From an optimization exercise on the open Yosys and OpenROAD flow, aimed at small area, a short achievable clock period and few clock cycles; shortcuts taken in it are not production practice. The RTL was checked by simulation tests, not by an equivalence proof against the original design. No run shown here takes its clock network from TritonCTS; it comes from the design's own scripts or RTL. No driver is modelled on the clock port, so clock power and skew are understated where the tree is cut down; a real chip needs a root buffer or a tree. Power figures rest on the tool's default switching activity, not on a simulated workload.

<file path="flow/flow/run.sh">
#!/bin/bash
# Own layout flow: the standard flow (standard.sh), with
#  - synthesis by flow/synth.tcl: the standard synthesis script, but ABC
#    maps the logic with an area-oriented script (flow/abc_area.script),
#  - port buffers of buf_2 instead of the default clkdlybuf4s50_1,
#  - a larger setup target for ORFS's timing repair,
#  - a one-level clock tree (flow/cts.tcl) in place of TritonCTS.
# Each step's full output goes to a log file of its own in this folder.
set -euo pipefail
export FLOW_DIR_OWN=$PWD/flow
export OWN_ABC_SCRIPT=$PWD/flow/abc_area.script
export MCT_COLS=${MCT_COLS:-2}
export MCT_ROWS=${MCT_ROWS:-2}
VARS=("SYNTH_SCRIPT=$PWD/flow/synth.tcl" "BUFFER_PORTS_ARGS=-buffer_cell sky130_fd_sc_hd__buf_2" "SETUP_SLACK_MARGIN=7.4")
bash standard.sh "${VARS[@]}" place > flow_place.log 2>&1
bash standard.sh "${VARS[@]}" run RUN_SCRIPT=$PWD/flow/cts.tcl RUN_LOG_NAME_STEM=4_1_cts > flow_cts.log 2>&1
bash standard.sh "${VARS[@]}" finish > flow_finish.log 2>&1
</file>
<file path="flow/flow/abc_area.script">
strash
&get -n
&st
&dch -f
&nf -R 1000 -a
&put
topo
</file>
<file path="flow/flow/clkbuf.tcl">
# Manual one-level clock tree: the clock port drives NBUF clkbuf cells, each
# driving the clock pins of one group of registers (split by position).
proc manual_clock_tree { cols rows cell } {
  set db [ord::get_db]
  set block [ord::get_db_block]
  set clk [$block findNet clk]
  set master [$db findMaster $cell]
  set sinks {}
  foreach it [$clk getITerms] {
    set inst [$it getInst]
    set loc [$inst getLocation]
    lappend sinks [list [lindex $loc 0] [lindex $loc 1] $it]
  }
  set n [llength $sinks]
  # split into cols x rows groups of nearly equal size: by x, then by y
  set sinks [lsort -integer -index 0 $sinks]
  set groups {}
  set per [expr {($n + $cols - 1) / $cols}]
  for {set c 0} {$c < $cols} {incr c} {
    set part [lsort -integer -index 1 [lrange $sinks [expr {$c * $per}] [expr {($c + 1) * $per - 1}]]]
    set m [llength $part]
    set per2 [expr {($m + $rows - 1) / $rows}]
    for {set r 0} {$r < $rows} {incr r} {
      lappend groups [lrange $part [expr {$r * $per2}] [expr {($r + 1) * $per2 - 1}]]
    }
  }
  set g 0
  foreach grp $groups {
    if { [llength $grp] == 0 } { continue }
    set sx 0; set sy 0
    foreach s $grp { incr sx [lindex $s 0]; incr sy [lindex $s 1] }
    set cx [expr {$sx / [llength $grp]}]
    set cy [expr {$sy / [llength $grp]}]
    set inst [odb::dbInst_create $block $master "clkbuf_m_$g"]
    set net [odb::dbNet_create $block "clknet_m_$g"]
    $net setSigType CLOCK
    foreach s $grp {
      set it [lindex $s 2]
      $it disconnect
      $it connect $net
    }
    [$inst findITerm A] connect $clk
    [$inst findITerm X] connect $net
    $inst setLocation $cx $cy
    $inst setPlacementStatus PLACED
    incr g
  }
  puts "manual_clock_tree: $n sinks, $g buffers of $cell"
}
</file>
<file path="flow/flow/cts.tcl">
# Clock tree step in place of ORFS's cts.tcl: the same steps, but the clock
# tree is one level of clock buffers (see clkbuf.tcl) instead of TritonCTS's
# two-level H-tree.
utl::set_metrics_stage "cts__{}"
source $::env(SCRIPTS_DIR)/load.tcl
set mct_cols $::env(MCT_COLS)
set mct_rows $::env(MCT_ROWS)
erase_non_stage_variables cts
load_design 3_place.odb 3_place.sdc
source $::env(FLOW_DIR_OWN)/clkbuf.tcl

set_dont_use $::env(DONT_USE_CELLS)
manual_clock_tree $mct_cols $mct_rows sky130_fd_sc_hd__clkbuf_16
set_propagated_clock [all_clocks]

estimate_parasitics -placement
set_placement_padding -global \
  -left $::env(CELL_PAD_IN_SITES_DETAIL_PLACEMENT) \
  -right $::env(CELL_PAD_IN_SITES_DETAIL_PLACEMENT)
detailed_placement
estimate_parasitics -placement
report_clock_latency
repair_timing_helper
detailed_placement
check_placement -verbose
report_metrics 4 "cts final"

orfs_write_db $::env(RESULTS_DIR)/4_1_cts.odb
orfs_write_sdc $::env(RESULTS_DIR)/4_cts.sdc
</file>
<file path="flow/flow/synth.tcl">
# The standard synthesis (synth_recipe.tcl), with one change: ABC maps the
# logic with flow/abc_area.script instead of ORFS's speed script. Registers are
# not touched by ABC, so they are the standard synthesis's.
proc synth {args} { yosys synth -nofsm -noshare {*}$args }
proc abc {args} {
  set i [lsearch -exact $args -script]
  if { $i >= 0 } { lset args [expr {$i + 1}] $::env(OWN_ABC_SCRIPT) }
  yosys abc {*}$args
}
source $::env(SCRIPTS_DIR)/synth.tcl
# left out here: clear keep_hierarchy, flatten, clean up, hide names made inside functions, write 1_2_yosys.v
</file>
<file path="flow/standard.sh">
#!/bin/bash
# synth_recipe.tcl (not shown) runs the flow's synth.tcl, then flattens the netlist and writes it again
# the make line also repeats each setting of config.mk as NAME=value (left out here)
make -C /OpenROAD-flow-scripts/flow DESIGN_CONFIG=/design/flow/config.mk WORK_HOME=/design/flow/orfs CLKGATE_MAP_FILE= SYNTH_SCRIPT=/design/flow/synth_recipe.tcl "${@:-finish}"
</file>
<file path="flow/config.mk">
export PLATFORM = sky130hd
export DESIGN_NAME = LZ77_Encoder
export DESIGN_NICKNAME = LZ77_Encoder
export VERILOG_FILES = /design/flow/design.v
export SDC_FILE = /design/flow/constraint.sdc
export NUM_CORES = 4
export LEC_CHECK = 0
export CAP_MARGIN = 20
export CORE_MARGIN = 2
export CORE_UTILIZATION = 50
export PLACE_DENSITY = 0.85
export SLEW_MARGIN = 20
</file>
<file path="flow/constraint.sdc">
create_clock -name core_clock -period 10.0 [get_ports {clk}]
set_input_delay 2.0000 -clock core_clock [delete_from_list [all_inputs] [get_ports {clk}]]
set_output_delay 2.0000 -clock core_clock [all_outputs]
set_load 0.01 [all_outputs]
</file>
<file path="flow/design.v">
module LZ77_Encoder(clk,reset,chardata,valid,encode,finish,offset,match_len,char_nxt);
input 				clk;
input 				reset;
input 		[7:0] 	chardata;
output  			valid;
output  			encode;
output  			finish;
output 		[3:0] 	offset;
output 		[2:0] 	match_len;
output 	 	[7:0] 	char_nxt;
reg					valid;
reg					finish;
reg			[3:0]	offset;
reg			[2:0]	match_len;
reg			[3:0]	ch;			 
reg					ch5;		 
reg			[3:0]	H [0:8];	 
reg			[6:0]	E [0:8];	 
reg			[11:0]	lfsr;		 
reg					ended;		 
reg			[2:0]	skip;		 
reg					tok;		 
reg					done;		 
integer 	d, j;
assign encode = valid;
assign char_nxt = {2'b00, ch5, 1'b0, ch};
wire		inrange = ~ended;			 
always @(posedge clk or posedge reset)
begin
	if (reset)
	begin
		lfsr <= 12'hce2;
		ended <= 1'b0;
		for (d = 0; d < 9; d = d + 1)
			H[d] <= 4'd0;
	end
	else
	begin
		lfsr <= {lfsr[10:0], lfsr[11] ^ lfsr[10]};
		ended <= ended | (lfsr == 12'h800);
		H[0] <= chardata[3:0] ^ 4'd3;
		for (d = 1; d < 9; d = d + 1)
			H[d] <= H[d-1];
	end
end
always @(posedge clk)
begin
	for (d = 0; d < 9; d = d + 1)
		E[d] <= {E[d][5:0], inrange & ((chardata[3:0] ^ 4'd3) == H[d])};
end
reg			[7:0]	a [0:8];	 
reg			[7:0]	A;			 
reg			[3:0]	off [1:7];	 
reg			[2:0]	L;
reg			[3:0]	S;
reg			[3:0]	X;			 
wire		[3:0]	C [0:7];	 
reg					last;		 
assign C[7] = chardata[3:0] ^ 4'd3;
assign C[6] = H[0];
assign C[5] = H[1];
assign C[4] = H[2];
assign C[3] = H[3];
assign C[2] = H[4];
assign C[1] = H[5];
assign C[0] = H[6];
always @(*)
begin
	for (d = 0; d < 9; d = d + 1)
	begin
		a[d][0] = 1'b1;
		for (j = 1; j < 8; j = j + 1)
			a[d][j] = a[d][j-1] & E[d][7-j];
	end
	for (j = 0; j < 8; j = j + 1)
	begin
		A[j] = 1'b0;
		for (d = 0; d < 9; d = d + 1)
			A[j] = A[j] | a[d][j];
	end
	for (j = 1; j < 8; j = j + 1)
	begin
		off[j] = 4'd0;
		for (d = 0; d < 9; d = d + 1)
			if (a[d][j]) off[j] = d;
	end
	L = 3'd0;
	S = 4'd0;
	X = C[0];
	for (j = 1; j < 8; j = j + 1)
		if (A[j])
		begin
			L = j;
			S = off[j];
			X = C[j];
		end
	last = 1'b0;
	for (j = 0; j < 8; j = j + 1)
		last = last | (lfsr[j] & A[7-j]);
	last = last & ended;
end
wire		[2:0]	eff = tok ? match_len : skip;
wire				emit = (eff == 3'd0) & ~done;
always @(posedge clk)
begin
	offset <= S;
	match_len <= L;
	ch <= X ^ 4'd3;
	ch5 <= last;
	valid <= emit;
	finish <= done;
end
always @(posedge clk or posedge reset)
begin
	if (reset)
	begin
		skip <= 3'd7;
		tok <= 1'b0;
		done <= 1'b0;
	end
	else
	begin
		skip <= emit ? 3'd0 : eff - 3'd1;
		tok <= emit & A[1];
		done <= done | (emit & last);
	end
end
endmodule
</file>
==> reports/results.ini, run 1 <==
[die]
coreArea_sq_mm = 0.00920
die_x_um = 101
ios = 28
dieHeight_um = 101
fp-row-count = 35
start_util = 0.511
dieArea_sq_mm = 0.0102

[power_and_ir_drop]
power_per_cell_area_mw_per_mm2 = 177
power_switching_uw = 216
power.ir.vdd_worst_mv = 0.159
power.share.switching = 0.235
cellLeakagePower_uw = 0.00228
seqPwrFrac = 0.648
portion_of_total_power_attributed_to_the_clock_network = 0.216
internal_power_uw = 701
comb_power_share = 0.136

[yosys]
postSynth.asyncResetShare = 0.412
synth_area_leaders = dfxtp_1 33%, dfrtp_1 24%, dfstp_2 5.0%
post-synth-top-count-cell = dfxtp_1
synthCells = 446
synth.largest_area_cell = dfxtp_1
synth.avg_cell_area_sq_um = 10.5
synth_commonest_cells = 77 x dfxtp_1, 57 x nand2_1, 45 x dfrtp_1, 33 x a21oi_1, 31 x nor2_1
area_fraction_of_the_dominant_cell_type_after_synthesis = 0.328
netlist-cell-type-count = 39
postSynth.topFlopCell = dfxtp_1
synth_warnings = 5
seq_area_frac_synth = 0.618
number_of_enable_flip_flop_cells_after_synthesis = 0
synth_area_sq_mm = 0.00470
synth-seq-cells = 131

[setup_path]
timing.setup.critical_path_class = reg -> out
worst_path_dominant_cell_family = flip-flops
critical_path_source_type = flip-flop
cp_data_required_time_ns = 8.00
reg2reg_setup_slack_ns = 7.52
timing.critical_path.slowest_stage_cell = dfxtp_2
critical_path_buf_inv_count = 1
cp_max_fo = 2
critPathArrivalTime_ns = 0.63
timing.critical_path.to_type = output port
worstPathCellList = buf_6
worst_path_largest_cell_delay_ns = 0.35

[timing]
hold_slack_ns = 0.354
fin_setup_tns_ns = 0
maxSlewViolCount = 0
clock.fmax_ghz = 0.381
timing.final.setup_violations = 0
hold_violations = 0
final.period_utilization = 0.263
timing.clock.skew_ns = 0.0144
timing.slew.headroom = 0.556
grt_setup_unrepaired = yes
worstMarginPinSlew_ns = 0.662
layout_min_cycle_time_ns = 2.63

[routing]
drtPass1Iterations = 4
topRoutingLayerUsed = met4
postRouteWirelength_mm = 9.38
wl_met1_mm = 4.04
antenna_violating_nets_post_route = 0
routed-via-count = 3321
drtIter0Drc = 208
drcViolationCount = 0
met2_length_mm = 4.80
vias_per_cell = 5.68
post_drt_wl_per_cell_um = 16.0
dr_wl_met3_um = 403

[finish]
areaGrowthSynthToFinish_pct = 10.5
antenna_cells_inserted = 0
fin_area_sq_mm = 0.00519
nNetsFinal = 489
drive_gt1_frac = 0.127

[min_path]
hold_path_class = reg -> reg

[global_route]
overflow = 0
grt_first_pass_wirelength_mm = 15.3
vias_in_the_first_global_route = 3205
maximum_number_of_pins_on_one_net_before_global_route_repair = 55
antenna_found_initial = 0
grt.total_usage = 0.183

[clock_tree]
hold_buf_count_cts = 0
clk_latency_ns = 0.18
clk_pin_slew_worst_paths_ns = 0.11

[placement]
buffer_ports.inserted = 20
placed_area_sq_mm = 0.00492
gp_congestion = 0.829
dpl.hpwl_mm = 6.57

[flow_run]
cap_viol_max_count = 0

[outcome]
outcome = timing/DRC/antenna clean

-- logic make-up (layout without fill, tap and decap cells) --
group | count (synthesis) | count (layout) | share of synthesized area
muxes | 6 | 6 | 0.0128
DFF | 131 | 131 | 0.618
buffers and inverters | 18 | 44 | 0.0184
xor gates and xnor gates | 37 | 37 | 0.0690
other | 1 | 3 | 0.000798
and+or+nand+nor | 166 | 166 | 0.169
adders and majority gates | 3 | 3 | 0.00799
AOI/OAI and AO/OA | 84 | 84 | 0.104
-- layer usage --
layer | GRT usage | vias up
li1 | - | 1598
met1 | 0.243 | 1651
met2 | 0.330 | 63
met3 | 0.0187 | 9
met4 | 0.0281 | 0
met5 | 0 | -
-- sequential cells by signal, indices dropped and copies added (netlist names) --
| name | cells |
|---|---|
| E | 63 |
| skip | 3 |
| match_len | 3 |
| ch | 4 |
| ended | 1 |
| finish | 1 |
| H | 36 |
| tok | 1 |
| done | 1 |
| ch5 | 1 |
| valid | 1 |
| offset | 4 |
| lfsr | 12 |
-- layout by cell type, fill, tap and decap left out, drive strengths merged, types with 4 or more instances in the layout --
| cell type | netlist | final |
|---|---|---|
| nand3 | 18 | 18 |
| dfstp | 9 | 9 |
| mux2i | 6 | 6 |
| o21ai | 25 | 25 |
| nand2b | 4 | 4 |
| xor2 | 19 | 19 |
| nand4 | 13 | 13 |
| clkbuf | 0 | 4 |
| dfxtp | 77 | 77 |
| a31oi | 6 | 6 |
| dfrtp | 45 | 45 |
| buf | 5 | 27 |
| nor3 | 8 | 8 |
| clkinv | 13 | 12 |
| nor2 | 31 | 31 |
| a21oi | 33 | 33 |
| xnor2 | 18 | 18 |
| nand2 | 57 | 57 |
| and3 | 18 | 18 |
| and2 | 6 | 6 |
-- final timing paths --
kind / startpoint / end / cells after the start
min in group asynchronous: reset / H[0][2] / 2
worst max register to register: E[5][6] / offset[3] / 12
worst min register to register: E[2][1] / E[2][2] / 0
worst max-delay path: match_len[0] / match_len[0] / 1
max in group asynchronous: reset / H[8][0] / 2
worst min-delay path: E[2][1] / E[2][2] / 0
-- power by group through the flow --
stage,sequential [uW],clock (uW),combinational [uW]
6_report,594,198,125
5_1_grt,600,220,141
4_1_cts,594,201,122
3_5_place_dp,603,0,115
3_3_place_gp,601,0,111
2_1_floorplan,603,0,78.8
-- metrics by stage --
stage	std cells	total power, uW	util	setup WS [ns]
global placement	575	712	0.535	7.16
global route	585	961	0.564	7.35
detailed placement	575	719	0.535	7.00
floorplan	448	681	-	7.51
finish	585	917	0.564	7.37
-- repair_timing --
action	CTS	global route
pin swaps	2	4
setup buffers	4	2
resized for setup	17	16
endpoints found under the setup margin	28	69
-- layout make-up --
type	count	area, sq um
buffer	4	100
tap	111	139
timing repair buffer	27	223
multi-input combinational	299	1760
inverter	13	51.3
fill	763	4010
sequential	131	2920
Testbench counts, summed over its fixed seeds: cycles 12,332.
==> run 2: changes to the inputs <==
--- a/flow/design.v
+++ b/flow/design.v
@@ -21,3 +21,2 @@
 reg			[2:0]	skip;		 
-reg					tok;		 
 reg					done;		 
@@ -101,4 +100,3 @@
 end
-wire		[2:0]	eff = tok ? match_len : skip;
-wire				emit = (eff == 3'd0) & ~done;
+wire				emit = (skip == 3'd0) & ~done;
 always @(posedge clk)
@@ -117,3 +115,2 @@
 		skip <= 3'd7;
-		tok <= 1'b0;
 		done <= 1'b0;
@@ -122,4 +119,3 @@
 	begin
-		skip <= emit ? 3'd0 : eff - 3'd1;
-		tok <= emit & A[1];
+		skip <= emit ? L : skip - 3'd1;
 		done <= done | (emit & last);
--- a/flow/flow/run.sh
+++ b/flow/flow/run.sh
@@ -13,3 +13,3 @@
 export MCT_ROWS=${MCT_ROWS:-2}
-VARS=("SYNTH_SCRIPT=$PWD/flow/synth.tcl" "BUFFER_PORTS_ARGS=-buffer_cell sky130_fd_sc_hd__buf_2" "SETUP_SLACK_MARGIN=7.4")
+VARS=("SYNTH_SCRIPT=$PWD/flow/synth.tcl" "BUFFER_PORTS_ARGS=-buffer_cell sky130_fd_sc_hd__buf_4" "SETUP_SLACK_MARGIN=7.35")
 bash standard.sh "${VARS[@]}" place > flow_place.log 2>&1
==> run 2 against run 1 <==
Effect of this change:
- synthesized area is 1.4% lower
- worst setup slack lost 0.020 ns
- via count fell by 3.0%
- wire length grew 0.63%
- clock skew fell by 0.0042 ns
- synthesized cell count is 2.5% lower
- die area down 1.3%
- first-iteration DRC count unchanged
- clock power hardly changed
==> reports/results.ini, run 2 <==
[placement]
buffer_ports.inserted = 20  ; unchanged
dp_slack_ns = 6.90  ; -0.106 ns
gp_congestion = 0.887  ; +7.1%
dpl.hpwl_mm = 6.78  ; +3.2%

[die]
dieHeight_um = 100  ; -0.65%
ios = 28  ; unchanged
start_util = 0.509  ; -0.00209
fp-row-count = 35  ; unchanged
die_x_um = 100  ; -0.65%
coreArea_sq_mm = 0.00911  ; -0.95%
dieArea_sq_mm = 0.0101  ; -1.3%

[setup_path]
cp_max_fo = 2  ; unchanged
critical_path_buf_inv_count = 1  ; unchanged
timing.critical_path.to_type = output port
timing.setup.critical_path_class = reg -> out
critPathArrivalTime_ns = 0.65  ; +0.02 ns
cp_data_required_time_ns = 8.00  ; about the same
worst_path_dominant_cell_family = flip-flops
worst_path_largest_cell_delay_ns = 0.34  ; about the same
worstPathCellList = buf_4
timing.critical_path.slowest_stage_cell = dfxtp_2
critical_path_source_type = flip-flop

[yosys]
seq_area_frac_synth = 0.621  ; +0.00311
postSynth.topFlopCell = dfxtp_1
synth_commonest_cells = 77 x dfxtp_1, 51 x nand2_1, 44 x dfrtp_1, 29 x nor2_1
synthCells = 435  ; -2.5%
synth_area_sq_mm = 0.00463  ; -1.4%
synth.avg_cell_area_sq_um = 10.7  ; +1.1%
synth_warnings = 5  ; unchanged
postSynth.asyncResetShare = 0.408  ; -0.00452
synth-seq-cells = 130  ; -0.76%
number_of_enable_flip_flop_cells_after_synthesis = 0  ; unchanged
synth_area_leaders = dfxtp_1 33%, dfrtp_1 24%, dfstp_2 5.1%
synth.largest_area_cell = dfxtp_1
netlist-cell-type-count = 40  ; +2.6%
area_fraction_of_the_dominant_cell_type_after_synthesis = 0.333  ; +0.00452
post-synth-top-count-cell = dfxtp_1

[routing]
postRouteWirelength_mm = 9.44  ; +0.63%
vias_per_cell = 5.65  ; -0.40%
post_drt_wl_per_cell_um = 16.6  ; +3.3%
drtIter0Drc = 208  ; unchanged
antenna_violating_nets_post_route = 0  ; unchanged
drtPass1Iterations = 4  ; unchanged
routed-via-count = 3223  ; -3.0%
drcViolationCount = 0  ; unchanged

[finish]
areaGrowthSynthToFinish_pct = 10.3
drive_gt1_frac = 0.118  ; -0.00894
antenna_cells_inserted = 0  ; unchanged
largest_register_ffs = 63  ; unchanged
layout_common_cells = 69 x dfxtp_1, 51 x nand2_1, 44 x dfrtp_1
top_regs = E (63), H (36), lfsr (12)
layout_commonest_cell = dfxtp_1
nNetsFinal = 474  ; -3.1%
largest-register = E

[flow_run]
cap_viol_max_count = 0  ; unchanged

[timing]
worstMarginPinSlew_ns = 0.862  ; +0.200 ns
hold_slack_ns = 0.348  ; -0.00682 ns
fin_setup_tns_ns = 0  ; unchanged
layout_min_cycle_time_ns = 2.65  ; +0.0203 ns
grt_setup_unrepaired = yes
timing.final.setup_violations = 0  ; unchanged
setup_slack_ns = 7.35  ; -0.0203 ns
clock.fmax_ghz = 0.378  ; -0.77%
maxSlewViolCount = 0  ; unchanged
timing.clock.skew_ns = 0.0102  ; -0.00419 ns
hold_violations = 0  ; unchanged
final.period_utilization = 0.265  ; +0.00203
timing.slew.headroom = 0.425  ; -0.132

[global_route]
overflow = 0  ; unchanged
grt_first_pass_wirelength_mm = 15.7  ; +2.4%
maximum_number_of_pins_on_one_net_before_global_route_repair = 54  ; -1.8%
vias_in_the_first_global_route = 3310  ; +3.3%
antenna_found_initial = 0  ; unchanged
grt.total_usage = 0.191  ; +0.00841

[power_and_ir_drop]
cellLeakagePower_uw = 0.00225  ; -1.5%
power.ir.vdd_worst_mv = 0.146  ; -8.2%
power_per_cell_area_mw_per_mm2 = 176  ; -0.18%

[clock_tree]
hold_buf_count_cts = 0  ; unchanged
clk_pin_slew_worst_paths_ns = 0.12  ; about the same
clk_latency_ns = 0.18  ; about the same

[outcome]
outcome = timing/DRC/antenna clean

[min_path]
hold_path_class = reg -> reg

run 2: final cells by class:
type                    count  area [sq um]
flip-flops and latches    130          2890
fillers                   773          4000
inverters                  12          48.8
repair buffers             23           203
well taps                 111           139
plain buffers               4           100
multi-input cells         290          1730
run 2: final timing paths:
path / startpoint / slack [ns] / cells past startpoint / end
worst max-delay path: valid / 7.35 / 1 / encode
worst min-delay path: E[6][0] / 0.35 / 0 / E[6][1]
worst max register to register: E[8][6] / 7.47 / 8 / ch[3]
worst min register to register: E[6][0] / 0.35 / 0 / E[6][1]
max in group asynchronous: reset / 7.51 / 2 / H[5][2]
min in group asynchronous: reset / 1.97 / 2 / lfsr[8]
run 2: cell families (layout without fill, tap and decap cells):
group | count (synthesis) | count (layout) | synth area share
other | 1 | 3 | 0.000809
xor gates and xnor gates | 37 | 37 | 0.0699
adders and majority gates | 3 | 3 | 0.00810
muxes | 4 | 4 | 0.00864
DFF | 130 | 130 | 0.621
AOI/OAI and AO/OA | 82 | 82 | 0.107
and+or+nand+nor | 161 | 161 | 0.166
buffers and inverters | 17 | 39 | 0.0178
run 2: layer usage:
metal  share of wire  wire [um]  global-route usage
met2            0.51       4780               0.350
met1            0.43       4010               0.249
met5               0          0                   0
met3           0.044        413              0.0111
met4           0.024        229              0.0453
run 2: power breakdown:
part	switching [uW]	total, uW	internal (uW)	leakage (uW)
clock	125	199	74.7	0.0000493
combinational	61.4	115	53.8	0.000941
sequential	23.0	587	564	0.00125
run 2: timing repair:
item                                    4_1_cts  5_1_grt
pin swaps                                     0        1
endpoints found under the setup margin       12       17
endpoints found under the hold margin         0        0
setup buffers                                 0        1
gates resized for setup                       5       23
run 2: metrics by stage:
stage / total power (uW) / std cells / cell area (sq um) / utilization
after floorplan: 661 / 437 / 4650 / -
after global placement: 697 / 565 / 4910 / 0.540
after detailed placement: 706 / 565 / 4910 / 0.540
after global routing: 943 / 570 / 5110 / 0.561
final: 901 / 570 / 5110 / 0.561
Testbench counts of run 2, summed over its fixed seeds: cycles 12,332.
==> run 3: changes to the inputs <==
--- a/flow/flow/run.sh
+++ b/flow/flow/run.sh
@@ -13,3 +13,3 @@
 export MCT_ROWS=${MCT_ROWS:-2}
-VARS=("SYNTH_SCRIPT=$PWD/flow/synth.tcl" "BUFFER_PORTS_ARGS=-buffer_cell sky130_fd_sc_hd__buf_4" "SETUP_SLACK_MARGIN=7.35")
+VARS=("SYNTH_SCRIPT=$PWD/flow/synth.tcl" "BUFFER_PORTS_ARGS=-buffer_cell sky130_fd_sc_hd__buf_2" "SETUP_SLACK_MARGIN=7.4")
 bash standard.sh "${VARS[@]}" place > flow_place.log 2>&1
--- a/flow/config.mk
+++ b/flow/config.mk
@@ -9,4 +9,4 @@
 export CORE_MARGIN = 2
-export CORE_UTILIZATION = 50
-export PLACE_DENSITY = 0.85
+export CORE_UTILIZATION = 80
+export PLACE_DENSITY = 0.9
 export SLEW_MARGIN = 20
==> run 3 against run 2 <==
Effect of this change:
- critical path type is now reg -> reg
- register-to-register slack worse by 0.32 ns
- critical endpoint is now offset[1]
- cell count down 6.7%
- sequential power increased by 1%
- design area rose by 0.91%
- global-route usage up 20 points
- die area down 36%
- combinational power up 12%
- largest power group unchanged
- via count grew 23%
==> reports/results.ini, run 3 <==
[outcome]
outcome = timing/DRC/antenna clean

[min_path]
hold_path_class = reg -> reg
hold_path.startpoint = E[5][4]
min_delay_worst_endpoint = E[5][5]
min_delay_path_depth = 0  ; unchanged

[setup_path]
worst_path_largest_cell_delay_ns = 0.43  ; +0.09 ns
timing.critical_path.to_type = flip-flop
worst_r2r_startpoint = E[8][6]
critPathArrivalTime_ns = 2.85  ; +2.20 ns
rr_worst_depth = 8  ; unchanged
reg2reg_setup_slack_ns = 7.15  ; -0.32 ns
worstPathCellList = and3_2, and3_1, and2_1, a221o_1, or3_4, a21oi_1, o31ai_1, o21ai_0
critical_path_source_type = flip-flop
timing.critical_path.slowest_stage_cell = dfxtp_2
timing.setup.critical_path_class = reg -> reg
cp_data_required_time_ns = 10.00  ; +2.00 ns
rr_endpoint = offset[1]
cp_max_fo = 10  ; +8

[yosys]
seq_area_frac_synth = 0.621  ; unchanged
postSynth.asyncResetShare = 0.408  ; unchanged
netlist-cell-type-count = 40  ; unchanged
postSynth.topFlopCell = dfxtp_1
post-synth-top-count-cell = dfxtp_1
synth_warnings = 5  ; unchanged
synth.avg_cell_area_sq_um = 10.7  ; unchanged
synth_area_leaders = dfxtp_1 33%, dfrtp_1 24%, dfstp_2 5.1%
synth-seq-cells = 130  ; unchanged
synthCells = 435  ; unchanged
synth_area_sq_mm = 0.00463  ; unchanged
synth.largest_area_cell = dfxtp_1
number_of_enable_flip_flop_cells_after_synthesis = 0  ; unchanged
synth_commonest_cells = 77 x dfxtp_1, 51 x nand2_1, 44 x dfrtp_1, 29 x nor2_1
area_fraction_of_the_dominant_cell_type_after_synthesis = 0.333  ; unchanged

[power_and_ir_drop]
power.share.switching = 0.252  ; +0.0205
power.ir.vdd_worst_mv = 0.200  ; +37%
cellLeakagePower_uw = 0.00228  ; +1.6%
power_per_cell_area_mw_per_mm2 = 180  ; +2.1%
post-layout-total-power_uw = 929  ; +3.0%
internal_power_uw = 694  ; +0.28%
portion_of_total_power_attributed_to_the_clock_network = 0.222  ; about the same
power_switching_uw = 234  ; +12%
comb_power_share = 0.139  ; +0.011
seqPwrFrac = 0.639  ; -0.012

[timing]
final.period_utilization = 0.285  ; +0.0207
fin_setup_tns_ns = 0  ; unchanged
timing.clock.skew_ns = 0.00952  ; -0.000685 ns
grt_setup_unrepaired = yes
worstMarginPinSlew_ns = 0.947  ; +0.0847 ns
hold_violations = 0  ; unchanged
maxSlewViolCount = 0  ; unchanged
layout_min_cycle_time_ns = 2.85  ; +0.207 ns
timing.slew.headroom = 0.367  ; -0.0572
clock.fmax_ghz = 0.350  ; -7.2%
timing.final.setup_violations = 0  ; unchanged

[die]
dieArea_sq_mm = 0.00642  ; -36%
die_x_um = 80.1  ; -20%
dieHeight_um = 80.1  ; -20%
start_util = 0.836  ; +0.328
ios = 28  ; unchanged
coreArea_sq_mm = 0.00554  ; -39%
fp-row-count = 27  ; -23%

[finish]
top_regs = E (63), H (36), lfsr (12)
drive_gt1_frac = 0.150  ; +0.0324
multi_input_area_sq_mm = 0.00181  ; +4.6%
largest-register = E
largest_register_ffs = 63  ; unchanged
layout_commonest_cell = dfxtp_1
filler_cell_count = 179  ; -77%
nNetsFinal = 475  ; +0.21%
seqCellArea_sq_mm = 0.00289  ; about the same
antenna_cells_inserted = 0  ; unchanged
areaGrowthSynthToFinish_pct = 11.3
layout_common_cells = 67 x dfxtp_1, 50 x nand2_1, 44 x dfrtp_1

[clock_tree]
clk_pin_slew_worst_paths_ns = 0.12  ; about the same
clk_latency_ns = 0.18  ; about the same
hold_buf_count_cts = 0  ; unchanged

[routing]
postRouteWirelength_mm = 14.4  ; +53%
vias_per_cell = 7.44  ; +32%
post_drt_wl_per_cell_um = 27.2  ; +64%
drtIter0Drc = 600  ; +190%
drtPass1Iterations = 10  ; +6
drcViolationCount = 0  ; unchanged
antenna_violating_nets_post_route = 0  ; unchanged
routed-via-count = 3959  ; +23%

[flow_run]
cap_viol_max_count = 0  ; unchanged

[global_route]
vias_in_the_first_global_route = 3750  ; +13%
antenna_found_initial = 0  ; unchanged
grt.total_usage = 0.394  ; +0.203
maximum_number_of_pins_on_one_net_before_global_route_repair = 54  ; unchanged
grt_first_pass_wirelength_mm = 19.1  ; +22%
overflow = 0  ; unchanged

[placement]
buffer_ports.inserted = 20  ; unchanged
gp_congestion = 1.01  ; +14%
dpl.hpwl_mm = 7.66  ; +13%

[run 3: cell counts after synthesis]
Identical to the previous run, type by type.
[run 3: worst max-delay path by stage]
stage | from | to | slack (ns)
after floorplan | valid | valid | 7.51
after global placement | E[4][6] | done | 6.84
after detailed placement | E[4][6] | done | 6.67
after CTS | E[7][6] | done | 7.28
after global routing | E[8][6] | offset[1] | 6.91
final | E[8][6] | offset[1] | 7.15
[run 3: power groups by stage]
| stage | combinational (uW) | sequential [uW] | clock, uW |
|---|---|---|---|
| after floorplan | 66.8 | 594 | 0 |
| after global placement | 96.0 | 593 | 0 |
| after detailed placement | 106 | 596 | 0 |
| after CTS | 113 | 587 | 192 |
| after global routing | 138 | 596 | 215 |
| final | 129 | 593 | 206 |
[run 3: critical path, delay by kind of cell, from the launching register on]
family             cells  cell delay [ns]
and+or+nand+nor        4             1.32
AOI/OAI and AO/OA      4             0.92
DFF                    1             0.43
[run 3: through the flow]
step / instance area (sq um) / setup WS (ns) / std cells / utilization / hold WS, ns
2_1_floorplan: 4650 / 7.51 / 437 / - / 0.324
3_3_place_gp: 4820 / 6.84 / 526 / 0.869 / 0.327
3_5_place_dp: 4820 / 6.67 / 526 / 0.869 / 0.332
5_1_grt: 5160 / 6.91 / 532 / 0.931 / 0.364
6_report: 5160 / 7.15 / 532 / 0.931 / 0.363
[run 3: logic make-up (layout without fill, tap and decap cells)]
group	after synthesis	after routing	share of synthesized area
DFF	130	130	0.621
adders and majority gates	3	3	0.00810
and+or+nand+nor	161	161	0.166
xor gates and xnor gates	37	37	0.0699
AOI/OAI and AO/OA	82	82	0.107
other	1	3	0.000809
buffers and inverters	17	40	0.0178
muxes	4	4	0.00864
[run 3: timing repair]
action	4_1_cts	5_1_grt
buffers inserted	0	2
setup endpoints to repair	37	71
gates resized for setup	26	28
pin swaps	0	3
[run 3: cell type report]
cell class,instances,area share
plain buffers,4,0.0194
repair buffers,24,0.0413
multi-input cells,290,0.351
well taps,72,0.0175
flip-flops and latches,130,0.561
inverters,12,0.0102
[run 3: metal layers]
layer  up-vias  wire length [um]  track usage  part of all wire
met2       410              6770        0.676              0.47
li1       1565                 -            -                 -
met3       152              1750       0.0831              0.12
met4         0              1220        0.185             0.085
met5         -                 0            0                 0
met1      1832              4700        0.476              0.33
==> run 4: changes to the inputs <==
--- a/flow/config.mk
+++ b/flow/config.mk
@@ -9,4 +9,4 @@
 export CORE_MARGIN = 2
-export CORE_UTILIZATION = 80
-export PLACE_DENSITY = 0.9
+export CORE_UTILIZATION = 60
+export PLACE_DENSITY = 0.85
 export SLEW_MARGIN = 20
==> run 4 against run 3 <==
Effect of this change:
- die area up 32%
- total power down 3.9%
- synthesized area unchanged
- global-route usage down 17 points
- cell count up 5.8%
- sequential share of layout area up 0.48 points
- critical path depth down 7
- register-to-register slack better by 0.34 ns
- clock power down 4%
- core utilization down 26 points
- critical path type is now reg -> out
- largest power group unchanged
==> reports/results.ini, run 4 <==
[yosys]
post-synth-top-count-cell = dfxtp_1
synth.largest_area_cell = dfxtp_1
postSynth.topFlopCell = dfxtp_1
postSynth.asyncResetShare = 0.408  ; unchanged
number_of_enable_flip_flop_cells_after_synthesis = 0  ; unchanged
synthCells = 435  ; unchanged
synth_area_sq_mm = 0.00463  ; unchanged
netlist-cell-type-count = 40  ; unchanged
synth_commonest_cells = 77 x dfxtp_1, 51 x nand2_1, 44 x dfrtp_1, 29 x nor2_1
area_fraction_of_the_dominant_cell_type_after_synthesis = 0.333  ; unchanged
synth-seq-cells = 130  ; unchanged
synth_area_leaders = dfxtp_1 33%, dfrtp_1 24%, dfstp_2 5.1%
seq_area_frac_synth = 0.621  ; unchanged
synth.avg_cell_area_sq_um = 10.7  ; unchanged
synth_warnings = 5  ; unchanged

[clock_tree]
clk_latency_ns = 0.18  ; about the same
hold_buf_count_cts = 0  ; unchanged
clk_pin_slew_worst_paths_ns = 0.11  ; about the same

[power_and_ir_drop]
power.ir.vdd_worst_mv = 0.161  ; -19%
power_per_cell_area_mw_per_mm2 = 175  ; -2.9%
internal_power_uw = 687  ; -1.1%
cellLeakagePower_uw = 0.00226  ; -0.88%
comb_power_share = 0.122  ; -0.017
seqPwrFrac = 0.657  ; +0.018
power_switching_uw = 206  ; -12%
power.share.switching = 0.231  ; -0.0216
portion_of_total_power_attributed_to_the_clock_network = 0.221  ; about the same

[finish]
fin_util = 0.671  ; -0.259
layout_commonest_cell = dfxtp_1
areaGrowthSynthToFinish_pct = 10.2
nNetsFinal = 476  ; +0.21%
largest-register = E
layoutNonFillerInstCount = 563  ; +5.8%
layout_common_cells = 70 x dfxtp_1, 51 x nand2_1, 44 x dfrtp_1
drive_gt1_frac = 0.126  ; -0.0242
antenna_cells_inserted = 0  ; unchanged
top_regs = E (63), H (36), lfsr (12)
largest_register_ffs = 63  ; unchanged
filler_cell_count = 583  ; +230%

[flow_run]
cap_viol_max_count = 0  ; unchanged

[global_route]
vias_in_the_first_global_route = 3341  ; -11%
overflow = 0  ; unchanged
antenna_found_initial = 0  ; unchanged
maximum_number_of_pins_on_one_net_before_global_route_repair = 54  ; unchanged
grt_first_pass_wirelength_mm = 15.4  ; -19%
grt.total_usage = 0.222  ; -0.171

[die]
die_x_um = 91.9  ; +15%
dieArea_sq_mm = 0.00844  ; +32%
fp-row-count = 32  ; +19%
dieHeight_um = 91.9  ; +15%
ios = 28  ; unchanged
coreArea_sq_mm = 0.00761  ; +37%
start_util = 0.609  ; -0.227

[placement]
dpl.hpwl_mm = 6.68  ; -13%
gp_congestion = 0.880  ; -13%
dp_cells = 556  ; +5.7%
buffer_ports.inserted = 20  ; unchanged
dp_slack_ns = 6.82  ; +0.155 ns

[timing]
worstMarginPinSlew_ns = 0.801  ; -0.146 ns
clock.fmax_ghz = 0.380  ; +8.6%
timing.clock.skew_ns = 0.0113  ; +0.00178 ns
final.period_utilization = 0.263  ; -0.0226
setup_slack_ns = 7.37  ; +0.226 ns
timing.final.setup_violations = 0  ; unchanged
layout_min_cycle_time_ns = 2.63  ; -0.226 ns
hold_violations = 0  ; unchanged
maxSlewViolCount = 0  ; unchanged
grt_setup_unrepaired = yes
fin_setup_tns_ns = 0  ; unchanged
timing.slew.headroom = 0.465  ; +0.0972

[routing]
topRoutingLayerUsed = met4
drtIter0Drc = 257  ; -57%
met2_length_mm = 4.86  ; -28%
antenna_violating_nets_post_route = 0  ; unchanged
vias_per_cell = 5.99  ; -20%
drcViolationCount = 0  ; unchanged
routed-via-count = 3370  ; -15%
postRouteWirelength_mm = 9.60  ; -34%
drtPass1Iterations = 5  ; -5
post_drt_wl_per_cell_um = 17.0  ; -37%
dr_wl_met3_um = 523  ; -70%
wl_met1_mm = 3.90  ; -17%

[setup_path]
critical_path_source_type = flip-flop
cp_data_required_time_ns = 8.00  ; -2.00 ns
cp_max_fo = 2  ; -8
critPathArrivalTime_ns = 0.63  ; -2.22 ns
critical_path_buf_inv_count = 1  ; +1
timing.critical_path.slowest_stage_cell = dfxtp_2
timing.setup.critical_path_class = reg -> out
worstPathCellList = buf_2
timing.critical_path.to_type = output port
worst_path_largest_cell_delay_ns = 0.33  ; -0.10 ns
worst_path_dominant_cell_family = flip-flops

[outcome]
outcome = timing/DRC/antenna clean

[min_path]
hold_path_class = reg -> reg

==> run 4: cell counts after synthesis <==
Identical to the previous run, type by type.
==> run 4: through the flow <==
| step | area [sq um] | hold slack [ns] | total power, uW |
|---|---|---|---|
| after floorplan | 4650 | 0.324 | 661 |
| after global placement | 4850 | 0.327 | 690 |
| after global routing | 5110 | 0.359 | 928 |
| final | 5110 | 0.349 | 893 |
| after detailed placement | 4850 | 0.332 | 696 |
==> run 4: path summary, 6_finish.rpt <==
check                         from  endpoint  slack, ns  depth (start not counted)
max                          valid     valid       7.37                          1
max in group asynchronous    reset   H[6][2]       7.70                          2
min                        E[0][0]   E[0][1]       0.35                          0
max reg2reg                E[6][6]      done       7.49                          8
min in group asynchronous    reset   lfsr[0]       1.90                          2
min reg2reg                E[0][0]   E[0][1]       0.35                          0
==> run 4: what timing repair did <==
| action | CTS | global route |
|---|---|---|
| pin swaps | 0 | 3 |
| endpoints found under the setup margin | 30 | 69 |
| gates resized for setup | 14 | 23 |
| setup buffers | 0 | 3 |
==> run 4: area by class of cell <==
cell class              instances  area (sq um)  share of cell area
flip-flops and latches        130          2890               0.566
multi-input cells             290          1750               0.343
repair buffers                 25           189              0.0370
well taps                     102           128              0.0250
plain buffers                   4           100              0.0196
inverters                      12          50.0             0.00980
==> run 4: per-layer routing <==
layer	global-route usage	up-vias
met5	0	-
met4	0.0821	0
met3	0.0123	33
met2	0.400	132
met1	0.286	1627
li1	-	1578
==> run 4: power groups by stage <==
stage / Sequential (uW) / Combinational [uW] / Clock, uW
2_1_floorplan: 594 / 66.8 / 0
3_3_place_gp: 593 / 96.6 / 0
3_5_place_dp: 595 / 101 / 0
4_1_cts: 585 / 104 / 198
5_1_grt: 592 / 121 / 216
6_report: 587 / 109 / 197
==> run 4: cells by family after synthesis <==
logic type      share of synthesized area
other cells                      0.000809
xor+xnor                           0.0699
compound gates                      0.107
buf+inv                            0.0178
mux                               0.00864
flops                               0.621
simple gates                        0.166
fa+ha+maj                         0.00810
==> run 5: changes to the inputs <==
--- a/flow/config.mk
+++ b/flow/config.mk
@@ -9,3 +9,3 @@
 export CORE_MARGIN = 2
-export CORE_UTILIZATION = 60
+export CORE_UTILIZATION = 50
 export PLACE_DENSITY = 0.85
==> run 5 against run 4 <==
Effect of this change:
- still clean on timing, DRC and antenna
- first-iteration DRC count grew 28%
- synthesized area stayed put
- sequential cell count unchanged
- fmax down 0.90%
- cell count up 1.2%
- sequential share of layout area is 0.42 points higher
- global-route usage is 3.9 points lower
- wire length down 3.4%
- die area up 19%
- largest cell class unchanged
==> reports/results.ini, run 5 <==
[yosys]
area_fraction_of_the_dominant_cell_type_after_synthesis = 0.333  ; unchanged
seq_area_frac_synth = 0.621  ; unchanged
xor_xnor_share_of_the_synthesized_area = 0.0699  ; unchanged
synth.largest_area_cell = dfxtp_1
synth_commonest_cells = 77 x dfxtp_1, 51 x nand2_1, 44 x dfrtp_1, 29 x nor2_1
postSynth.asyncResetShare = 0.408  ; unchanged
synth-seq-cells = 130  ; unchanged
synthCells = 435  ; unchanged
postSynth.topFlopCell = dfxtp_1
number_of_enable_flip_flop_cells_after_synthesis = 0  ; unchanged
synth.avg_cell_area_sq_um = 10.7  ; unchanged
synth_area_sq_mm = 0.00463  ; unchanged
mux_cell_area_share_after_synthesis = 0.00864  ; unchanged
synth_top_family_by_area = simple AND/OR/NAND/NOR gates
synth_compound_area_frac = 0.107  ; unchanged
synth_warnings = 5  ; unchanged
netlist-cell-type-count = 40  ; unchanged
synth_area_leaders = dfxtp_1 33%, dfrtp_1 24%, dfstp_2 5.1%
post-synth-top-count-cell = dfxtp_1
synthSimpleGateAreaFrac = 0.166  ; unchanged
synthAdderAreaFrac = 0.00810  ; unchanged

[flow_run]
cap_viol_max_count = 0  ; unchanged

[power_and_ir_drop]
cellLeakagePower_uw = 0.00224  ; -0.81%
power.ir.vdd_worst_mv = 0.185  ; +15%
comb_power_share = 0.118  ; -0.004
post-layout-total-power_uw = 892  ; about the same
internal_power_uw = 687  ; about the same
power_per_cell_area_mw_per_mm2 = 176  ; +0.82%
power.share.switching = 0.230  ; -0.000890
power_switching_uw = 205  ; -0.43%
seqPwrFrac = 0.658  ; about the same
portion_of_total_power_attributed_to_the_clock_network = 0.224  ; +0.003

[setup_path]
worst_path_largest_cell_delay_ns = 0.37  ; +0.04 ns
rr_endpoint = done
cp_max_fo = 2  ; unchanged
timing.critical_path.to_type = output port
critPathArrivalTime_ns = 0.65  ; +0.02 ns
timing.critical_path.slowest_stage_cell = dfxtp_2
worst_r2r_startpoint = E[7][6]
rr_worst_depth = 8  ; unchanged
timing.setup.critical_path_class = reg -> out
worstPathCellList = buf_6
reg2reg_setup_slack_ns = 7.43  ; -0.06 ns
cp_data_required_time_ns = 8.00  ; about the same
crit_cells = 1  ; unchanged
critical_path_buf_inv_count = 1  ; unchanged
critical_path_source_type = flip-flop
worst_path_dominant_cell_family = flip-flops

[min_path]
min_delay_path_depth = 0  ; unchanged
hold_path.startpoint = E[7][0]
min_delay_worst_endpoint = E[7][1]
hold_path_class = reg -> reg

[finish]
top_regs = E (63), H (36), lfsr (12)
layout_commonest_cell = dfxtp_1
seqCellArea_sq_mm = 0.00288  ; -0.13%
fin_util = 0.556  ; -0.115
layoutNonFillerInstCount = 570  ; +1.2%
largest-register = E
filler_cell_count = 762  ; +31%
areaGrowthSynthToFinish_pct = 9.26
antenna_cells_inserted = 0  ; unchanged
nNetsFinal = 474  ; -0.42%
largest_register_ffs = 63  ; unchanged
layout_common_cells = 73 x dfxtp_1, 51 x nand2_1, 44 x dfrtp_1
multi_input_area_sq_mm = 0.00172  ; -1.6%
drive_gt1_frac = 0.105  ; -0.0212

[global_route]
overflow = 0  ; unchanged
grt_first_pass_wirelength_mm = 15.1  ; -1.4%
vias_in_the_first_global_route = 3214  ; -3.8%
grt.total_usage = 0.183  ; -0.0394
maximum_number_of_pins_on_one_net_before_global_route_repair = 54  ; unchanged
antenna_found_initial = 0  ; unchanged

[die]
dieArea_sq_mm = 0.0101  ; +19%
die_x_um = 100  ; +9.1%
start_util = 0.509  ; -0.100
ios = 28  ; unchanged
dieHeight_um = 100  ; +9.1%
fp-row-count = 35  ; +9.4%
coreArea_sq_mm = 0.00911  ; +20%

[timing]
timing.clock.skew_ns = 0.0154  ; +0.00412 ns
final.period_utilization = 0.265  ; +0.00238
hold_slack_ns = 0.352  ; +0.00222 ns
worstMarginPinSlew_ns = 0.794  ; -0.00687 ns
clock.fmax_ghz = 0.377  ; -0.90%
timing.final.setup_violations = 0  ; unchanged
maxSlewViolCount = 0  ; unchanged
hold_violations = 0  ; unchanged
fin_setup_tns_ns = 0  ; unchanged
timing.slew.headroom = 0.469  ; +0.00459
grt_setup_unrepaired = yes
layout_min_cycle_time_ns = 2.65  ; +0.0238 ns

[clock_tree]
clk_pin_slew_worst_paths_ns = 0.12  ; about the same
clk_latency_ns = 0.18  ; about the same

[routing]
routed-via-count = 3279  ; -2.7%
postRouteWirelength_mm = 9.27  ; -3.4%
drtPass1Iterations = 5  ; unchanged
drcViolationCount = 0  ; unchanged
dr_wl_met3_um = 545  ; +4.2%
wl_met1_mm = 3.96  ; +1.4%
met2_length_mm = 4.56  ; -6.2%
topRoutingLayerUsed = met4
drtIter0Drc = 329  ; +28%
post_drt_wl_per_cell_um = 16.3  ; -4.6%
antenna_violating_nets_post_route = 0  ; unchanged
vias_per_cell = 5.75  ; -3.9%

[outcome]
outcome = timing/DRC/antenna clean

[placement]
buffer_ports.inserted = 20  ; unchanged
gp_congestion = 0.916  ; +4.1%
dp_cells = 565  ; +1.6%
dpl.hpwl_mm = 6.69  ; about the same

## run 5: cell counts after synthesis
No cell type changed its count.
## run 5: layout make-up
cell class                 count  share of cell area
timing repair buffer          23              0.0331
inverter                      12             0.00964
multi-input combinational    290               0.340
sequential                   130               0.570
buffer                         4              0.0198
tap                          111              0.0274
## run 5: cell families (layout without fill, tap and decap cells)
group / after synthesis / in the layout
xor gates and xnor gates: 37 / 37
DFF: 130 / 130
AOI/OAI and AO/OA: 82 / 82
muxes: 4 / 4
buffers and inverters: 17 / 39
other: 1 / 3
and+or+nand+nor: 161 / 161
adders and majority gates: 3 / 3
## run 5: metrics by stage
step	setup WS [ns]	cell area, sq um
floorplan	7.51	4650
global placement	6.97	4860
detailed placement	6.88	4860
global route	7.30	5060
finish	7.35	5060
## run 5: power groups by stage
stage          combinational (uW)  clock [uW]  sequential, uW
6_report                      106         200             587
3_3_place_gp                 96.4           0             593
3_5_place_dp                 99.1           0             595
2_1_floorplan                66.8           0             594
4_1_cts                       101         201             586
5_1_grt                       119         219             591
## run 5: worst max-delay path by stage
stage	to	start
finish	valid	valid
global route	ch[1]	E[7][6]
CTS	valid	valid
detailed placement	done	E[4][6]
global placement	done	E[4][6]
floorplan	valid	valid
## run 5: layer usage
| layer | GRT usage | vias to the layer above |
|---|---|---|
| met5 | 0 | - |
| met1 | 0.236 | 1586 |
| met3 | 0.0209 | 20 |
| met4 | 0.0400 | 0 |
| met2 | 0.332 | 109 |
| li1 | - | 1564 |
## run 5: worst reg2reg max path: stages, from the launching register on
cell and delay, ns:
dfxtp_1 0.37, and3_1 0.20, and3_1 0.23, or2_0 0.27, or3_1 0.39, or2_1 0.36
a221oi_1 0.31, a31oi_1 0.15, a21o_1 0.19
## run 5: timing repair
| action | CTS | global route |
|---|---|---|
| pin swaps | 0 | 1 |
| endpoints found under the hold margin | 0 | 0 |
| gates resized for setup | 13 | 11 |
| hold buffers | 0 | 0 |
| cloned | 0 | 0 |
| setup endpoints to repair | 32 | 66 |
| buffers inserted | 0 | 1 |
==> run 6: changes to the inputs <==
--- a/flow/config.mk
+++ b/flow/config.mk
@@ -9,3 +9,3 @@
 export CORE_MARGIN = 2
-export CORE_UTILIZATION = 50
+export CORE_UTILIZATION = 70
 export PLACE_DENSITY = 0.85
==> run 6 against run 5 <==
Effect of this change:
- total power fell by 0.38%
- clock skew fell by 0.0048 ns
- synthesized area did not move
- sequential power barely moved
- fmax rose by 0.94%
- die area fell by 28%
- sequential share of layout area rose by 0.55 points
- via count rose by 1.2%
- highest routed layer unchanged
==> reports/results.ini, run 6 <==
[setup_path]
cp_max_fo = 2  ; unchanged
critical_path_source_type = flip-flop
critical_path_buf_inv_count = 1  ; unchanged
timing.critical_path.to_type = output port
worst_path_largest_cell_delay_ns = 0.35  ; -0.02 ns
worstPathCellList = buf_6
timing.critical_path.from = valid
rr_worst_depth = 8  ; unchanged
timing.setup.critical_path_class = reg -> out
worst_r2r_startpoint = E[8][6]
cp_data_required_time_ns = 8.00  ; about the same
timing.critical_path.slowest_stage_cell = dfxtp_2
worst_path_dominant_cell_family = flip-flops
crit_cells = 1  ; unchanged
critPathArrivalTime_ns = 0.63  ; -0.02 ns

[timing]
layout_min_cycle_time_ns = 2.63  ; -0.0247 ns
maxSlewViolCount = 0  ; unchanged
timing.final.setup_violations = 0  ; unchanged
timing.slew.headroom = 0.524  ; +0.0544
fin_setup_tns_ns = 0  ; unchanged
timing.clock.skew_ns = 0.0106  ; -0.00485 ns
hold_violations = 0  ; unchanged
clock.fmax_ghz = 0.381  ; +0.94%
worstMarginPinSlew_ns = 0.713  ; -0.0814 ns
grt_setup_unrepaired = yes
final.period_utilization = 0.263  ; -0.00247

[clock_tree]
clk_latency_ns = 0.17  ; about the same
hold_buf_count_cts = 0  ; unchanged
clk_pin_slew_worst_paths_ns = 0.11  ; about the same

[yosys]
postSynth.asyncResetShare = 0.408  ; unchanged
area_fraction_of_the_dominant_cell_type_after_synthesis = 0.333  ; unchanged
synth.avg_cell_area_sq_um = 10.7  ; unchanged
synth-seq-cells = 130  ; unchanged
synth_area_leaders = dfxtp_1 33%, dfrtp_1 24%, dfstp_2 5.1%
synth.largest_area_cell = dfxtp_1
post-synth-top-count-cell = dfxtp_1
synth_warnings = 5  ; unchanged
postSynth.topFlopCell = dfxtp_1
synth_commonest_cells = 77 x dfxtp_1, 51 x nand2_1, 44 x dfrtp_1, 29 x nor2_1
number_of_enable_flip_flop_cells_after_synthesis = 0  ; unchanged
synth_area_sq_mm = 0.00463  ; unchanged
netlist-cell-type-count = 40  ; unchanged
seq_area_frac_synth = 0.621  ; unchanged
synthCells = 435  ; unchanged

[power_and_ir_drop]
seqPwrFrac = 0.659  ; about the same
power_per_cell_area_mw_per_mm2 = 177  ; +0.67%
power_switching_uw = 203  ; -1.2%
comb_power_share = 0.121  ; +0.003
internal_power_uw = 686  ; -0.12%
power.ir.vdd_worst_mv = 0.234  ; +26%
portion_of_total_power_attributed_to_the_clock_network = 0.220  ; -0.004
cellLeakagePower_uw = 0.00223  ; -0.42%
power.share.switching = 0.228  ; -0.00197

[routing]
vias_per_cell = 6.18  ; +7.4%
drtPass1Iterations = 4  ; -1
drtIter0Drc = 222  ; -33%
post_drt_wl_per_cell_um = 17.3  ; +6.6%
routed-via-count = 3318  ; +1.2%
drcViolationCount = 0  ; unchanged
postRouteWirelength_mm = 9.31  ; +0.47%
antenna_violating_nets_post_route = 0  ; unchanged

[global_route]
maximum_number_of_pins_on_one_net_before_global_route_repair = 54  ; unchanged
grt_first_pass_wirelength_mm = 15.3  ; +1.2%
vias_in_the_first_global_route = 3242  ; +0.87%
overflow = 0  ; unchanged
grt.total_usage = 0.260  ; +0.0771
antenna_found_initial = 0  ; unchanged

[die]
dieHeight_um = 85.4  ; -15%
start_util = 0.726  ; +0.217
coreArea_sq_mm = 0.00639  ; -30%
dieArea_sq_mm = 0.00729  ; -28%
fp-row-count = 29  ; -17%
die_x_um = 85.4  ; -15%
ios = 28  ; unchanged

[finish]
layoutNonFillerInstCount = 537  ; -5.8%
largest_register_ffs = 63  ; unchanged
top_regs = E (63), H (36), lfsr (12)
filler_cell_count = 419  ; -45%
layout_commonest_cell = dfxtp_1
nNetsFinal = 475  ; +0.21%
antenna_cells_inserted = 0  ; unchanged
areaGrowthSynthToFinish_pct = 8.13
fin_util = 0.784  ; +0.229
largest-register = E
layout_common_cells = 75 x dfxtp_1, 51 x nand2_1, 44 x dfrtp_1
drive_gt1_frac = 0.109  ; +0.00412

[min_path]
min_delay_path_depth = 0  ; unchanged
hold_path.startpoint = E[3][2]
hold_path_class = reg -> reg

[placement]
dp_cells = 531  ; -6.0%
dpl.hpwl_mm = 6.62  ; -1.0%
gp_congestion = 0.942  ; +2.9%
buffer_ports.inserted = 20  ; unchanged

[outcome]
outcome = timing/DRC/antenna clean

[flow_run]
cap_viol_max_count = 0  ; unchanged

-- run 6: cell types whose count changed in the layout (fill, tap and decap cells not counted), moves of 2 or more --
cell | previous run | this run
dfxtp_2 | 4 | 2
buf_2 | 11 | 13
dfxtp_1 | 73 | 75
buf_6 | 6 | 3
-- run 6: layout make-up --
type | instances | area (sq um) | share of cell area
Tap cell | 77 | 96.3 | 0.0192
Buffer | 4 | 100 | 0.0200
Multi-Input combinational cell | 290 | 1720 | 0.344
Timing Repair Buffer | 24 | 159 | 0.0317
Sequential cell | 130 | 2880 | 0.575
Inverter | 12 | 50.0 | 0.00999
-- run 6: layer usage --
layer	vias to the layer above	share of wire	global-route usage
li1	1571	-	-
met1	1625	0.42	0.348
met2	96	0.50	0.452
met3	26	0.042	0.0233
met4	0	0.033	0.0837
met5	-	0	0
-- run 6: through the flow --
stage                     area (sq um)  total power [uW]  hold slack, ns  setup WS (ns)
final                             5010               889           0.348           7.37
after global routing              5010               924           0.357           7.35
after detailed placement          4820               696           0.330           6.83
after global placement            4820               690           0.327           6.91
after floorplan                   4650               661           0.324           7.51
-- run 6: cells by family (layout without fill, tap and decap cells) --
group	Yosys count	count (layout)	synth area share
and+or+nand+nor	161	161	0.166
DFF	130	130	0.621
AOI/OAI and AO/OA	82	82	0.107
xor gates and xnor gates	37	37	0.0699
buffers and inverters	17	40	0.0178
muxes	4	4	0.00864
adders and majority gates	3	3	0.00810
other	1	3	0.000809
-- run 6: what timing repair did --
action,CTS,global route
resized for setup,10,12
pin swaps,0,1
buffers inserted,0,2
endpoints found under the setup margin,29,71
cloned,0,0
-- run 6: worst paths after layout --
check | to | slack [ns]
setup / recovery | encode | 7.37
hold / removal | E[3][3] | 0.35
setup reg to reg | ch[2] | 7.47
hold reg to reg | E[3][3] | 0.35
max in group asynchronous | lfsr[0] | 7.69
min in group asynchronous | H[0][0] | 1.90
-- run 6: power by group through the flow --
stage          registers (uW)  clock network (uW)  logic (uW)
2_1_floorplan             594                   0        66.8
3_3_place_gp              593                   0        97.0
3_5_place_dp              595                   0         101
4_1_cts                   585                 196         103
5_1_grt                   590                 213         121
6_report                  586                 195         108
==> run 7: changes to the inputs <==
--- a/flow/config.mk
+++ b/flow/config.mk
@@ -10,3 +10,3 @@
 export CORE_UTILIZATION = 70
-export PLACE_DENSITY = 0.85
+export PLACE_DENSITY = 0.75
 export SLEW_MARGIN = 20
==> run 7 against run 6 <==
Effect of this change:
- total power grew 0.30%
- die area did not move
- largest power group unchanged
- worst setup slack worse by 0.0061 ns
- register-to-register slack got worse by 0.07 ns
- sequential power is essentially flat
==> reports/results.ini, run 7 <==
[outcome]
outcome = timing/DRC/antenna clean

[setup_path]
worstPathCellList = buf_6
cp_max_fo = 2  ; unchanged
cp_data_required_time_ns = 8.00  ; about the same
worst_path_largest_cell_delay_ns = 0.35  ; about the same
timing.setup.critical_path_class = reg -> out
reg2reg_setup_slack_ns = 7.40  ; -0.07 ns
critical_path_buf_inv_count = 1  ; unchanged
timing.critical_path.slowest_stage_cell = dfxtp_2
critical_path_source_type = flip-flop
worst_path_dominant_cell_family = flip-flops
timing.critical_path.to_type = output port
critPathArrivalTime_ns = 0.63  ; about the same

[timing]
layout_min_cycle_time_ns = 2.63  ; +0.00613 ns
fin_setup_tns_ns = 0  ; unchanged
grt_setup_unrepaired = yes
final.period_utilization = 0.263  ; +0.000613
setup_slack_ns = 7.37  ; -0.00613 ns
worstMarginPinSlew_ns = 0.758  ; +0.0448 ns
hold_violations = 0  ; unchanged
maxSlewViolCount = 0  ; unchanged
timing.final.setup_violations = 0  ; unchanged
timing.slew.headroom = 0.494  ; -0.0299
timing.clock.skew_ns = 0.0102  ; -0.000386 ns
clock.fmax_ghz = 0.380  ; -0.23%

[power_and_ir_drop]
post-layout-total-power_uw = 892  ; +0.30%
power_switching_uw = 202  ; -0.21%
internal_power_uw = 690  ; +0.45%
portion_of_total_power_attributed_to_the_clock_network = 0.220  ; about the same
seqPwrFrac = 0.658  ; about the same
power.share.switching = 0.227  ; -0.00116
comb_power_share = 0.122  ; about the same
cellLeakagePower_uw = 0.00223  ; -0.30%
power.ir.vdd_worst_mv = 0.187  ; -20%
power_per_cell_area_mw_per_mm2 = 177  ; -0.13%

[placement]
buffer_ports.inserted = 20  ; unchanged
placed_area_sq_mm = 0.00482  ; unchanged
dp_slack_ns = 6.84  ; +0.0149 ns
gp_congestion = 0.933  ; -0.93%
dpl.hpwl_mm = 6.63  ; +0.19%

[routing]
postRouteWirelength_mm = 9.34  ; +0.26%
post_drt_wl_per_cell_um = 17.5  ; +0.63%
vias_per_cell = 5.99  ; -3.1%
antenna_violating_nets_post_route = 0  ; unchanged
drtPass1Iterations = 5  ; +1
drtIter0Drc = 261  ; +18%
drcViolationCount = 0  ; unchanged
routed-via-count = 3203  ; -3.5%

[min_path]
hold_path_class = reg -> reg

[finish]
layout_commonest_cell = dfxtp_1
antenna_cells_inserted = 0  ; unchanged
largest_register_ffs = 63  ; unchanged
top_regs = E (63), H (36), lfsr (12)
nNetsFinal = 473  ; -0.42%
largest-register = E
layout_common_cells = 69 x dfxtp_1, 51 x nand2_1, 44 x dfrtp_1
fin_area_sq_mm = 0.00503  ; +0.42%
drive_gt1_frac = 0.118  ; +0.00921
areaGrowthSynthToFinish_pct = 8.59

[yosys]
synth.avg_cell_area_sq_um = 10.7  ; unchanged
synth_area_leaders = dfxtp_1 33%, dfrtp_1 24%, dfstp_2 5.1%
synth_commonest_cells = 77 x dfxtp_1, 51 x nand2_1, 44 x dfrtp_1, 29 x nor2_1
synth-seq-cells = 130  ; unchanged
netlist-cell-type-count = 40  ; unchanged
synthCells = 435  ; unchanged
postSynth.topFlopCell = dfxtp_1
number_of_enable_flip_flop_cells_after_synthesis = 0  ; unchanged
seq_area_frac_synth = 0.621  ; unchanged
area_fraction_of_the_dominant_cell_type_after_synthesis = 0.333  ; unchanged
postSynth.asyncResetShare = 0.408  ; unchanged
synth_warnings = 5  ; unchanged
synth_area_sq_mm = 0.00463  ; unchanged
post-synth-top-count-cell = dfxtp_1
synth.largest_area_cell = dfxtp_1

[clock_tree]
clk_pin_slew_worst_paths_ns = 0.11  ; about the same
clk_latency_ns = 0.17  ; about the same
cts.repair_timing.setup_buffer_count = 0  ; unchanged

[die]
fp-row-count = 29  ; unchanged
dieHeight_um = 85.4  ; unchanged
ios = 28  ; unchanged
coreArea_sq_mm = 0.00639  ; unchanged
dieArea_sq_mm = 0.00729  ; unchanged
start_util = 0.726  ; unchanged
die_x_um = 85.4  ; unchanged

[global_route]
overflow = 0  ; unchanged
grt.total_usage = 0.259  ; -0.000745
antenna_found_initial = 0  ; unchanged
maximum_number_of_pins_on_one_net_before_global_route_repair = 54  ; unchanged
grt_first_pass_wirelength_mm = 15.1  ; -1.4%
vias_in_the_first_global_route = 3162  ; -2.5%

[flow_run]
cap_viol_max_count = 0  ; unchanged

[run 7: cells by family (layout without fill, tap and decap cells)]
group,count (synthesis),in the layout,synth area share
and+or+nand+nor,161,161,0.166
buffers and inverters,17,38,0.0178
adders and majority gates,3,3,0.00810
AOI/OAI and AO/OA,82,82,0.107
muxes,4,4,0.00864
other,1,3,0.000809
xor gates and xnor gates,37,37,0.0699
DFF,130,130,0.621
[run 7: cell type report]
| cell class | instances | area [sq um] |
|---|---|---|
| inverters | 12 | 50.0 |
| multi-input cells | 290 | 1720 |
| plain buffers | 4 | 100 |
| flip-flops and latches | 130 | 2890 |
| well taps | 77 | 96.3 |
| repair buffers | 22 | 175 |
| fillers | 423 | 1360 |
[run 7: metal layers]
metal  wire length, um  share of wire  GRT usage  vias up
met5                 0              0          0        -
met4               206          0.022     0.0722        0
met3               411          0.044     0.0107       16
met2              4880           0.52      0.468       77
met1              3840           0.41      0.345     1547
li1                  -              -          -     1563
[run 7: final timing paths]
| check | start | end | cells after the start |
|---|---|---|---|
| max in group asynchronous | reset | H[7][1] | 2 |
| setup reg to reg | E[7][6] | done | 8 |
| min in group asynchronous | reset | lfsr[9] | 2 |
| hold / removal | E[0][4] | E[0][5] | 0 |
| setup / recovery | valid | valid | 1 |
| hold reg to reg | E[0][4] | E[0][5] | 0 |
[run 7: what timing repair did]
action / CTS / global route
hold endpoints to repair: 0 / 0
gates resized for setup: 14 / 18
setup endpoints to repair: 32 / 68
hold buffers: 0 / 0
pin swaps: 0 / 0
[run 7: power by group through the flow]
stage / sequential (uW) / clock, uW / combinational [uW]
floorplan: 594 / 0 / 66.8
global placement: 593 / 0 / 96.7
detailed placement: 595 / 0 / 100
CTS: 585 / 198 / 103
global route: 592 / 216 / 119
finish: 587 / 196 / 109
[run 7: per-stage QoR]
step	util	instances	hold slack, ns
finish	0.788	535	0.353
detailed placement	0.755	531	0.329
floorplan	-	437	0.324
global placement	0.755	531	0.328
global route	0.788	535	0.357

## port drivers added, routing unchanged
The flow's constraints put no driver on any port. The routed layouts listed below were extracted and timed again, unchanged, in two steps. Step 1 assumes that a clkbuf_16 drives the clock port and a buf_2 every other input. Step 2 also shifts input and output timing later by t, the mid clock arrival at the registers, as if the neighbouring blocks saw the same clock. Slacks: ideal ports / drivers / drivers and shift; pairs: ideal ports / drivers.
run	t, ns	slack for setup (ns)	slew at the worst register clock pin (ns)	worst slew at a driven data input, ns	pins driven straight from the clock port
run 1	0.253	7.372 / 7.292 / 7.250	0.12 / 0.12	0.04	4
run 2	0.251	7.352 / 7.271 / 7.201	0.12 / 0.12	0.04	4
run 3	0.256	7.145 / 7.145 / 7.145	0.12 / 0.12	0.04	4
run 4	0.251	7.371 / 7.290 / 7.218	0.11 / 0.11	0.04	4
run 5	0.247	7.347 / 7.267 / 7.258	0.12 / 0.12	0.04	4
run 6	0.247	7.372 / 7.292 / 7.271	0.11 / 0.11	0.03	4
run 7	0.250	7.366 / 7.284 / 7.271	0.11 / 0.11	0.03	4
After both steps setup and hold are still met in every run listed. For run 4, which loses most, drivers alone change the setup slack by -0.081 ns; drivers and shift together by -0.153 ns.
